Background: an optimization exercise with open tools, aiming at small area, a short achievable clock period and few clock cycles. Do not read the settings as production practice. The RTL was checked by simulation tests, not by an equivalence proof against the original design. No activity file was given, so power comes from the tool's default toggle rates.

Design chris_slave, start of the top module:
module chris_slave (
		input  wire [3:0]  avs_s0_address,
		input  wire        avs_s0_read,
		output wire [31:0] avs_s0_readdata,
		input  wire        avs_s0_write,
		input  wire [31:0] avs_s0_writedata,
		output wire        avs_s0_waitrequest,
		input  wire        clock_clk,
		input  wire        reset_reset,
		output wire        LEDR
	);
export LEC_CHECK = 0
export ABC_AREA = 1
export CAP_MARGIN = 20
export CORE_MARGIN = 2
export CORE_UTILIZATION = 55
export CTS_BUF_LIST = sky130_fd_sc_hd__clkbuf_8 sky130_fd_sc_hd__clkbuf_16
export CTS_CLUSTER_DIAMETER = 80
export CTS_CLUSTER_SIZE = 24
export SETUP_SLACK_MARGIN = 3.4
export SLEW_MARGIN = 20
create_clock -name core_clock -period 6.0 [get_ports {clock_clk}]
run.sh (not shown) runs the stock make flow with config.mk's settings and CLKGATE_MAP_FILE= SYNTH_SCRIPT=/design/flow/synth_recipe.tcl, a recipe that flattens the netlist after the stock synthesis.
The first run ran to the end with no violations.
Testbench counts at the start, summed over its fixed seeds: cycles 63,899.
Rerun with:
--- a/flow/config.mk
+++ b/flow/config.mk
@@ -14,3 +14,3 @@
 export CTS_CLUSTER_SIZE = 24
-export SETUP_SLACK_MARGIN = 3.4
+export SETUP_SLACK_MARGIN = 3.8
 export SLEW_MARGIN = 20
The new run completed with no timing, DRC or antenna violations.
Synthesized area does not change.
Sequential share of layout area drops by 7.4 points.
Final cell count climbs by a few percent.
Clock skew climbs by 0.012 ns.
Clock power came out higher by roughly a tenth.
Design area rose by about a fifth.
Non-clock buffer count came out higher by 198.
Power climbs by roughly a tenth.
Critical path depth rose by 10.


## the baseline
Starting RTL as in the previous note.
Settings: LEC_CHECK=0, ABC_AREA=1, CAP_MARGIN=20, CORE_MARGIN=2, CORE_UTILIZATION=55, CTS_BUF_LIST=sky130_fd_sc_hd__clkbuf_8 sky130_fd_sc_hd__clkbuf_16, CTS_CLUSTER_DIAMETER=80, CTS_CLUSTER_SIZE=24, SETUP_SLACK_MARGIN=3.5, SLEW_MARGIN=20; clock period 6.0 ns.
Testbench counts of the baseline, summed over its fixed seeds: cycles 63,899.
Here is what was changed in the inputs of the candidate compared with the baseline.
--- a/flow/config.mk
+++ b/flow/config.mk
@@ -10,7 +10,7 @@
 export CORE_MARGIN = 2
-export CORE_UTILIZATION = 55
+export CORE_UTILIZATION = 60
 export CTS_BUF_LIST = sky130_fd_sc_hd__clkbuf_8 sky130_fd_sc_hd__clkbuf_16
 export CTS_CLUSTER_DIAMETER = 80
-export CTS_CLUSTER_SIZE = 24
-export SETUP_SLACK_MARGIN = 3.5
+export CTS_CLUSTER_SIZE = 28
+export SETUP_SLACK_MARGIN = 3.6
 export SLEW_MARGIN = 20
Notes after the runs:
The candidate against the baseline; achievable frequency is down slightly.
In terms of count of non-filler cells in the finished layout, the baseline and the candidate differ only marginally.
Between the baseline and the candidate, the flow reports leakage component of the power increasing by a few percent.
Summary of the candidate over the baseline: switching portion of total power has increased, non-clock buffer count went up about 50%.
[the candidate] sequential portion of the cell area fell 1.5 points relative to the baseline
[the candidate vs the baseline] register-to-register setup slack: higher in the candidate
Diff the baseline..the candidate | number of enable flip-flop cells after synthesis | unchanged
When the candidate is set beside the baseline, its initial cell density of the core turns out to be 5.6 points larger.
The candidate ended with more global-route usage than the baseline.


chris_slave again, from the RTL that the note above started with.
==> flow/design.v (excerpt) <==
module chris_slave (
		input  wire [3:0]  avs_s0_address,
		input  wire        avs_s0_read,
		output wire [31:0] avs_s0_readdata,
		input  wire        avs_s0_write,
		input  wire [31:0] avs_s0_writedata,
		output wire        avs_s0_waitrequest,
		input  wire        clock_clk,
		input  wire        reset_reset,
		output wire        LEDR
	);
==> flow/config.mk <==
export PLATFORM = sky130hd
export DESIGN_NAME = chris_slave
export DESIGN_NICKNAME = chris_slave
export VERILOG_FILES = /design/flow/design.v
export SDC_FILE = /design/flow/constraint.sdc
export NUM_CORES = 4
export LEC_CHECK = 0
export ABC_AREA = 1
export CAP_MARGIN = 20
export CORE_MARGIN = 2
export CORE_UTILIZATION = 55
export CTS_BUF_LIST = sky130_fd_sc_hd__clkbuf_8 sky130_fd_sc_hd__clkbuf_16
export CTS_CLUSTER_DIAMETER = 80
export CTS_CLUSTER_SIZE = 24
export SETUP_SLACK_MARGIN = 3.6
export SLEW_MARGIN = 20
export TNS_END_PERCENT = 5
==> flow/constraint.sdc <==
create_clock -name core_clock -period 6.0 [get_ports {clock_clk}]
set_input_delay 1.2000 -clock core_clock [delete_from_list [all_inputs] [get_ports {clock_clk}]]
set_output_delay 1.2000 -clock core_clock [all_outputs]
set_load 0.01 [all_outputs]
Testbench counts at the start, summed over its fixed seeds: cycles 63,899.
Change:
- CTS_CLUSTER_SIZE: 24 -> 28
- SETUP_SLACK_MARGIN: 3.6 -> 3.65
- TNS_END_PERCENT: 5 -> not set
Final area rises by 2.6%; die area stays the same; fmax rises by 1.1%; final cell count rises by 0.71%.


Starting RTL as in the previous note.
==> flow/config.mk <==
export PLATFORM = sky130hd
export DESIGN_NAME = chris_slave
export DESIGN_NICKNAME = chris_slave
export VERILOG_FILES = /design/flow/design.v
export SDC_FILE = /design/flow/constraint.sdc
export NUM_CORES = 4
export LEC_CHECK = 0
export ABC_AREA = 1
export CAP_MARGIN = 20
export CORE_MARGIN = 2
export CORE_UTILIZATION = 55
export CTS_BUF_LIST = sky130_fd_sc_hd__clkbuf_8 sky130_fd_sc_hd__clkbuf_16
export CTS_CLUSTER_DIAMETER = 80
export CTS_CLUSTER_SIZE = 28
export SETUP_SLACK_MARGIN = 3.55
export SLEW_MARGIN = 20
==> flow/constraint.sdc <==
create_clock -name core_clock -period 6.0 [get_ports {clock_clk}]
set_input_delay 1.2000 -clock core_clock [delete_from_list [all_inputs] [get_ports {clock_clk}]]
set_output_delay 1.2000 -clock core_clock [all_outputs]
set_load 0.01 [all_outputs]
The starting point produced a clean layout.
Testbench counts at the start, summed over its fixed seeds: cycles 63,899.
Next try:
ABC_AREA = unset   (was 1)
CORE_UTILIZATION = 40   (was 55)
CTS_BUF_LIST = sky130_fd_sc_hd__clkbuf_4 sky130_fd_sc_hd__clkbuf_8   (was sky130_fd_sc_hd__clkbuf_8 sky130_fd_sc_hd__clkbuf_16)
CTS_CLUSTER_DIAMETER = unset   (was 80)
CTS_CLUSTER_SIZE = unset   (was 28)
SETUP_SLACK_MARGIN = 3.4   (was 3.55)
=>
- area after synthesis drops by 7.2%
- worst hold slack degrades by 0.0038 ns
- clock-buffer cell count climbs by 77
- utilization drops by 13 points
- sequential cell count stays the same
- worst setup slack degrades by 0.15 ns
- critical path depth climbs by 10
- via count drops by 12%
- final area climbs by 1.6%
Next try:
ABC_AREA = 1   (was unset)
CORE_UTILIZATION = 55   (was 40)
CTS_BUF_LIST = sky130_fd_sc_hd__clkbuf_8 sky130_fd_sc_hd__clkbuf_16   (was sky130_fd_sc_hd__clkbuf_4 sky130_fd_sc_hd__clkbuf_8)
CTS_CLUSTER_DIAMETER = 80   (was unset)
CTS_CLUSTER_SIZE = 24   (was unset)
SETUP_SLACK_MARGIN = 4.0   (was 3.4)
Result: The new run produced a clean layout. Worst setup slack is better by 0.088 ns. First-iteration DRC count grows by 76%. Routed wire length grows by 49%. Synthesized area grows by 7.7%. Global-route usage grows by 18 points. Die area shrinks by 21%. Hold slack is better by 0.0043 ns.
Next try:
SETUP_SLACK_MARGIN = 3.8   (was 4.0)
TNS_END_PERCENT = 5   (was unset)
The new run produced a clean layout.
Wire length decreases by 30%.
Combinational power decreases by about 27%.
Via count decreases by 18%.
Sequential share of layout area increases by 8.8 points.
Design area decreases by 20%.
Worst hold slack stays flat.
Synthesized area does not change.
Clock skew decreases by 0.041 ns.
Sequential power decreases by about 1%.
Total power decreases by 11%.
Core utilization decreases by 16 points.
Next try:
ABC_AREA = unset   (was 1)
SETUP_SLACK_MARGIN = 3.6   (was 3.8)
TNS_END_PERCENT = unset   (was 5)
Outcome:
- non-clock buffer count climbs by 155
- cell area came out higher by 5.1%
- synthesized area went down by about 7%
- routed wire length climbs by 9.7%
- first-iteration DRC count rises by about 13%
- clock skew is higher by 0.0077 ns
- sequential cell count does not change
Next try:
ABC_AREA = 1   (was unset)
SETUP_SLACK_MARGIN = 3.7   (was 3.6)
Sequential cell count does not change.
Routed wire length shrinks by a few percent.
Total power barely changes.


== exp/garnet ==
The RTL this note starts from:
==> flow/design.v <==
module convolution_core (
input clk,
input reset,
input [31:0] t1,
input [31:0] t2,
input [31:0] t3,
input [31:0] t4,
input [2:0] k,
output [31:0] ret
);
	reg [31:0] acc_s, acc_c;
	reg        rst_q;
	wire [31:0] g0 = acc_s & acc_c;
	wire [31:0] p0 = acc_s ^ acc_c;
	wire [31:0] g1, p1, g2, p2, g3, p3, g4, p4, g5, p5;
	genvar i;
	generate for (i = 0; i < 32; i = i + 1) begin : pfx
		if (i % 2 == 1) begin
			assign g1[i] = g0[i] | p0[i] & g0[i-1];
			assign p1[i] = p0[i] & p0[i-1];
		end else begin
			assign g1[i] = g0[i]; assign p1[i] = p0[i];
		end
		if (i % 4 >= 2) begin
			assign g2[i] = g1[i] | p1[i] & g1[(i/4)*4+1];
			assign p2[i] = p1[i] & p1[(i/4)*4+1];
		end else begin
			assign g2[i] = g1[i]; assign p2[i] = p1[i];
		end
		if (i % 8 >= 4) begin
			assign g3[i] = g2[i] | p2[i] & g2[(i/8)*8+3];
			assign p3[i] = p2[i] & p2[(i/8)*8+3];
		end else begin
			assign g3[i] = g2[i]; assign p3[i] = p2[i];
		end
		if (i % 16 >= 8) begin
			assign g4[i] = g3[i] | p3[i] & g3[(i/16)*16+7];
			assign p4[i] = p3[i] & p3[(i/16)*16+7];
		end else begin
			assign g4[i] = g3[i]; assign p4[i] = p3[i];
		end
		if (i >= 16) begin
			assign g5[i] = g4[i] | p4[i] & g4[15];
		end else begin
			assign g5[i] = g4[i];
		end
	end endgenerate
	assign ret = p0 ^ {g5[30:0], 1'b0};
	wire [31:0] xs = acc_s & {32{~rst_q}};
	wire [31:0] xc = acc_c & {32{~rst_q}};
	wire [31:0] sa = xs ^ xc ^ t1;
	wire [31:0] ca = {(xs[30:0] & xc[30:0]) | (xs[30:0] & t1[30:0]) | (xc[30:0] & t1[30:0]), k[0]};
	wire [31:0] sb = t2 ^ t3 ^ t4;
	wire [31:0] cb = {(t2[30:0] & t3[30:0]) | (t2[30:0] & t4[30:0]) | (t3[30:0] & t4[30:0]), k[1]};
	wire [31:0] sc = sa ^ ca ^ sb;
	wire [31:0] cc = {(sa[30:0] & ca[30:0]) | (sa[30:0] & sb[30:0]) | (ca[30:0] & sb[30:0]), k[2]};
	wire [31:0] sd = sc ^ cc ^ cb;
	wire [31:0] cd = {(sc[30:0] & cc[30:0]) | (sc[30:0] & cb[30:0]) | (cc[30:0] & cb[30:0]), 1'b0};
	always @(posedge clk) begin
		rst_q <= reset;
		acc_s <= sd;
		acc_c <= cd;
	end
endmodule
`timescale 1 ps / 1 ps
module chris_slave (
		input  wire [3:0]  avs_s0_address,
		input  wire        avs_s0_read,
		output wire [31:0] avs_s0_readdata,
		input  wire        avs_s0_write,
		input  wire [31:0] avs_s0_writedata,
		output wire        avs_s0_waitrequest,
		input  wire        clock_clk,
		input  wire        reset_reset,
		output wire        LEDR
	);
	wire [3:0]  a   = avs_s0_address;
	wire [31:0] wd  = avs_s0_writedata;
	wire        rst = reset_reset;
	wire        wr  = avs_s0_write;
	wire        rd  = avs_s0_read;
	reg  [31:0] v0, v1, v2, v3, v4, v5, v6, v7, v8;
	reg  [31:0] rdata;     
	reg  [31:0] n1, n2, o2;
	reg  [2:0]  k;         
	reg         pv;        
	reg         wait_q;    
	reg         wait2;     
	reg         led_q;     
	assign avs_s0_readdata    = rdata;
	assign avs_s0_waitrequest = wait_q;
	assign LEDR               = led_q;
	wire [31:0] wdm = wd & {32{~rst}};
	always @(posedge clock_clk) begin
		if (rst | (wr && a == 4'd0)) v0 <= wdm;
		if (rst | (wr && a == 4'd1)) v1 <= wdm;
		if (rst | (wr && a == 4'd2)) v2 <= wdm;
		if (rst | (wr && a == 4'd3)) v3 <= wdm;
		if (rst | (wr && a == 4'd4)) v4 <= wdm;
		if (rst | (wr && a == 4'd5)) v5 <= wdm;
		if (rst | (wr && a == 4'd6)) v6 <= wdm;
		if (rst | (wr && a == 4'd7)) v7 <= wdm;
		if (rst | (wr && a == 4'd8)) v8 <= wdm;
	end
	reg  [31:0] vmux;
	always @(*) begin
		case (a)
			4'd0: vmux = v0;
			4'd1: vmux = v1;
			4'd2: vmux = v2;
			4'd3: vmux = v3;
			4'd4: vmux = v4;
			4'd5: vmux = v5;
			4'd6: vmux = v6;
			4'd7: vmux = v7;
			default: vmux = v8;
		endcase
	end
	wire [31:0] res;
	wire [31:0] rmux = (a == 4'd9) ? res : (a > 4'd9) ? 32'hffffffff : vmux;
	function [31:0] shl;
		input [31:0] x;
		input [1:0] s;
		case (s)
			2'd0: shl = x;
			2'd1: shl = {x[30:0], 1'b0};
			2'd2: shl = {x[29:0], 2'b0};
			default: shl = {x[28:0], 3'b0};
		endcase
	endfunction
	reg [4:0] w;
	always @(*) begin
		case (a)
			4'd0: w = 5'b00_0_00;    
			4'd1: w = 5'b00_0_01;    
			4'd2: w = 5'b11_0_10;    
			4'd3: w = 5'b00_0_10;    
			4'd4: w = 5'b10_0_10;    
			4'd5: w = 5'b10_1_10;    
			4'd6: w = 5'b11_0_11;    
			4'd7: w = 5'b00_0_11;    
			default: w = 5'b10_0_11;    
		endcase
	end
	wire on  = wr && (a[3] == 1'b0 || a == 4'd8);
	wire two = on && w[4];
	wire neg = w[3];
	wire [31:0] wd2  = w[2] ? {wd[30:0], 1'b0} : wd;
	wire [31:0] old2 = w[2] ? {vmux[30:0], 1'b0} : vmux;
	always @(posedge clock_clk) begin
		rdata <= on ? ~shl(vmux, w[1:0]) : rmux;
		n1    <= on ? shl(wd, w[1:0]) : 32'd0;
		n2    <= two ? (neg ? ~wd2 : wd2) : 32'd0;
		o2    <= two ? (neg ? old2 : ~old2) : 32'd0;
		k     <= {two & ~neg, on, two & neg};
		pv    <= on;
	end
	always @(posedge clock_clk) begin
		if (rst) begin
			wait_q <= 1'b0;
			wait2  <= 1'b0;
			led_q  <= 1'b0;
		end else begin
			if (wr && a == 4'd8) begin
				wait_q <= 1'b1;
				wait2  <= 1'b0;
				led_q  <= 1'b1;
			end else if (rd) begin
				if (wait_q) begin
					wait2 <= 1'b1;
					if (wait2) wait_q <= 1'b0;
				end else begin
					led_q <= 1'b0;
				end
			end
		end
	end
	convolution_core acc (
		.clk(clock_clk),
		.reset(rst),
		.t1(n1),
		.t2(n2),
		.t3(rdata & {32{pv}}),
		.t4(o2),
		.k(k),
		.ret(res)
	);
endmodule
clock: 6.0 ns
lec_check: 0
abc_area: 1
cap_margin: 20
core_margin: 2
core_utilization: 55
cts_buf_list: sky130_fd_sc_hd__clkbuf_8 sky130_fd_sc_hd__clkbuf_16
cts_cluster_diameter: 80
cts_cluster_size: 28
gpl_routability_driven: 0
setup_slack_margin: 3.6
slew_margin: 20
Testbench counts of exp/garnet, summed over its fixed seeds: cycles 63,899.
> inputs changed (exp/garnet -> exp/raven)
- GPL_ROUTABILITY_DRIVEN no longer set, was 0
- CTS_CLUSTER_SIZE now 24, was 28
--- outcome ---
- The higher via density per instance of exp/garnet and exp/raven is in exp/garnet.
- Delta (exp/raven minus exp/garnet): cell count dropped 40; pre-CTS setup slack grew by 0.074 ns; total clock buffers created by CTS has increased.
- Of the two values seen for master of the slowest instance on the critical path, clkdlybuf4s50_1 was produced by exp/garnet and nor2_1 by exp/raven.
- Status: share of the clock period used by the worst path parity (exp/garnet, exp/raven)
- Compared exp/garnet against exp/raven; worst setup slack after layout within noise.
- Between exp/raven and exp/garnet, it is exp/raven whose clock power share is higher, by 2.3 points.
--- input diff exp/raven..exp/indigo ---
- clearing ABC_AREA, which used to be 1
- swapping 55 for 60 in CORE_UTILIZATION
- swapping 3.6 for 3.2 in SETUP_SLACK_MARGIN
==> results.txt <==
Diff exp/raven and exp/indigo: simple-gate portion of the synthesized area lower in exp/indigo
Comparing exp/raven with exp/indigo, the power dissipated in sequential cells came out essentially unchanged.
Higher flip-flop and latch share of the layout cell area goes to exp/indigo over exp/raven.
Between exp/raven and exp/indigo, the share of the cycle needed by the critical path after routing is higher for exp/indigo.
Re slack of the critical path: exp/raven and exp/indigo aren't equal, and the lower value belongs to exp/indigo.
Cmp exp/raven and exp/indigo / met3 usage in global routing / higher: exp/indigo
The final reports for exp/indigo and exp/raven show largest fanout of any net on the critical path lower in the former.
First-pass GRT wire length: exp/indigo vs exp/raven down 11,000 µm
Diff exp/raven -> exp/indigo: proportion of power drawn by combinational gates held steady; count of plain and timing-repair buffers in the layout increased 18.
On insertion delay to the later sink of the worst-skew pair, exp/raven and exp/indigo are basically level.
What exp/zinc does differently from exp/indigo at the input level:
- a change of CTS_CLUSTER_SIZE from 24 to 28
- an added ABC_AREA of 1
- a change of CORE_UTILIZATION from 60 to 55
- a change of SETUP_SLACK_MARGIN from 3.2 to 3.6
Results
- Looking at cell-internal power across exp/indigo and exp/zinc, the one that comes out lower is exp/zinc.
- When the final numbers for exp/indigo and exp/zinc were put side by side, the violation count after the first detailed-routing iteration turned out to be smaller in exp/indigo.
- On power in sequential cells, exp/indigo and exp/zinc are neck and neck.
- exp/zinc does worse than exp/indigo on final wirelength.
- Row number of detailed-routing iterations run before antenna repair: exp/zinc lower / exp/indigo higher
- Launch point of the critical path: avs_s0_address[2] -> exp/indigo, reset_reset -> exp/zinc

==> separate check: timing with driven ports <==
No port has a modelled driver above. Below, the same layouts with a new extraction and two added sets of constraints. Step 1, drivers: a clkbuf_16 drives clock_clk and a buf_2 each remaining input, both assumed. Step 2 adds t to the input delays and takes it off the output delays; t is the mean of the earliest and latest rising clock arrival at the registers after step 1. Input paths then give back, and output paths get back, about the clock's delay inside the block. Slacks: ideal ports / drivers / drivers and shift; pairs: ideal ports / drivers.
run	shift t [ns]	setup WS [ns]	cell pins on the clock port's net
the first run of note 1	0.662	3.388 / 3.396 / 2.757	1
the second run of note 1	0.677	3.494 / 3.509 / 2.832	1
the baseline	0.633	3.500 / 3.440 / 2.888	1
the candidate	0.673	3.467 / 3.499 / 2.825	1
the first run of note 3	0.659	3.488 / 3.434 / 2.836	1
the second run of note 3	0.665	3.515 / 3.547 / 2.882	1
the first run of note 4	0.675	3.473 / 3.501 / 2.830	1
the second run of note 4	0.720	3.324 / 3.276 / 2.557	1
the third run of note 4	0.722	3.412 / 3.425 / 2.704	1
the fourth run of note 4	0.659	3.572 / 3.539 / 2.886	1
the fifth run of note 4	0.659	3.204 / 3.214 / 2.555	1
the sixth run of note 4	0.679	3.589 / 3.567 / 2.934	1
exp/garnet	0.659	3.583 / 3.564 / 2.937	1
exp/raven	0.678	3.580 / 3.560 / 2.933	1
exp/indigo	0.655	3.151 / 3.154 / 2.500	1
exp/zinc	0.669	3.591 / 3.546 / 2.914	1
After both steps setup and hold are still met in every run listed. The setup slack of the second run of note 4, which loses most, moves by -0.048 ns with the drivers and by -0.767 ns with both steps.
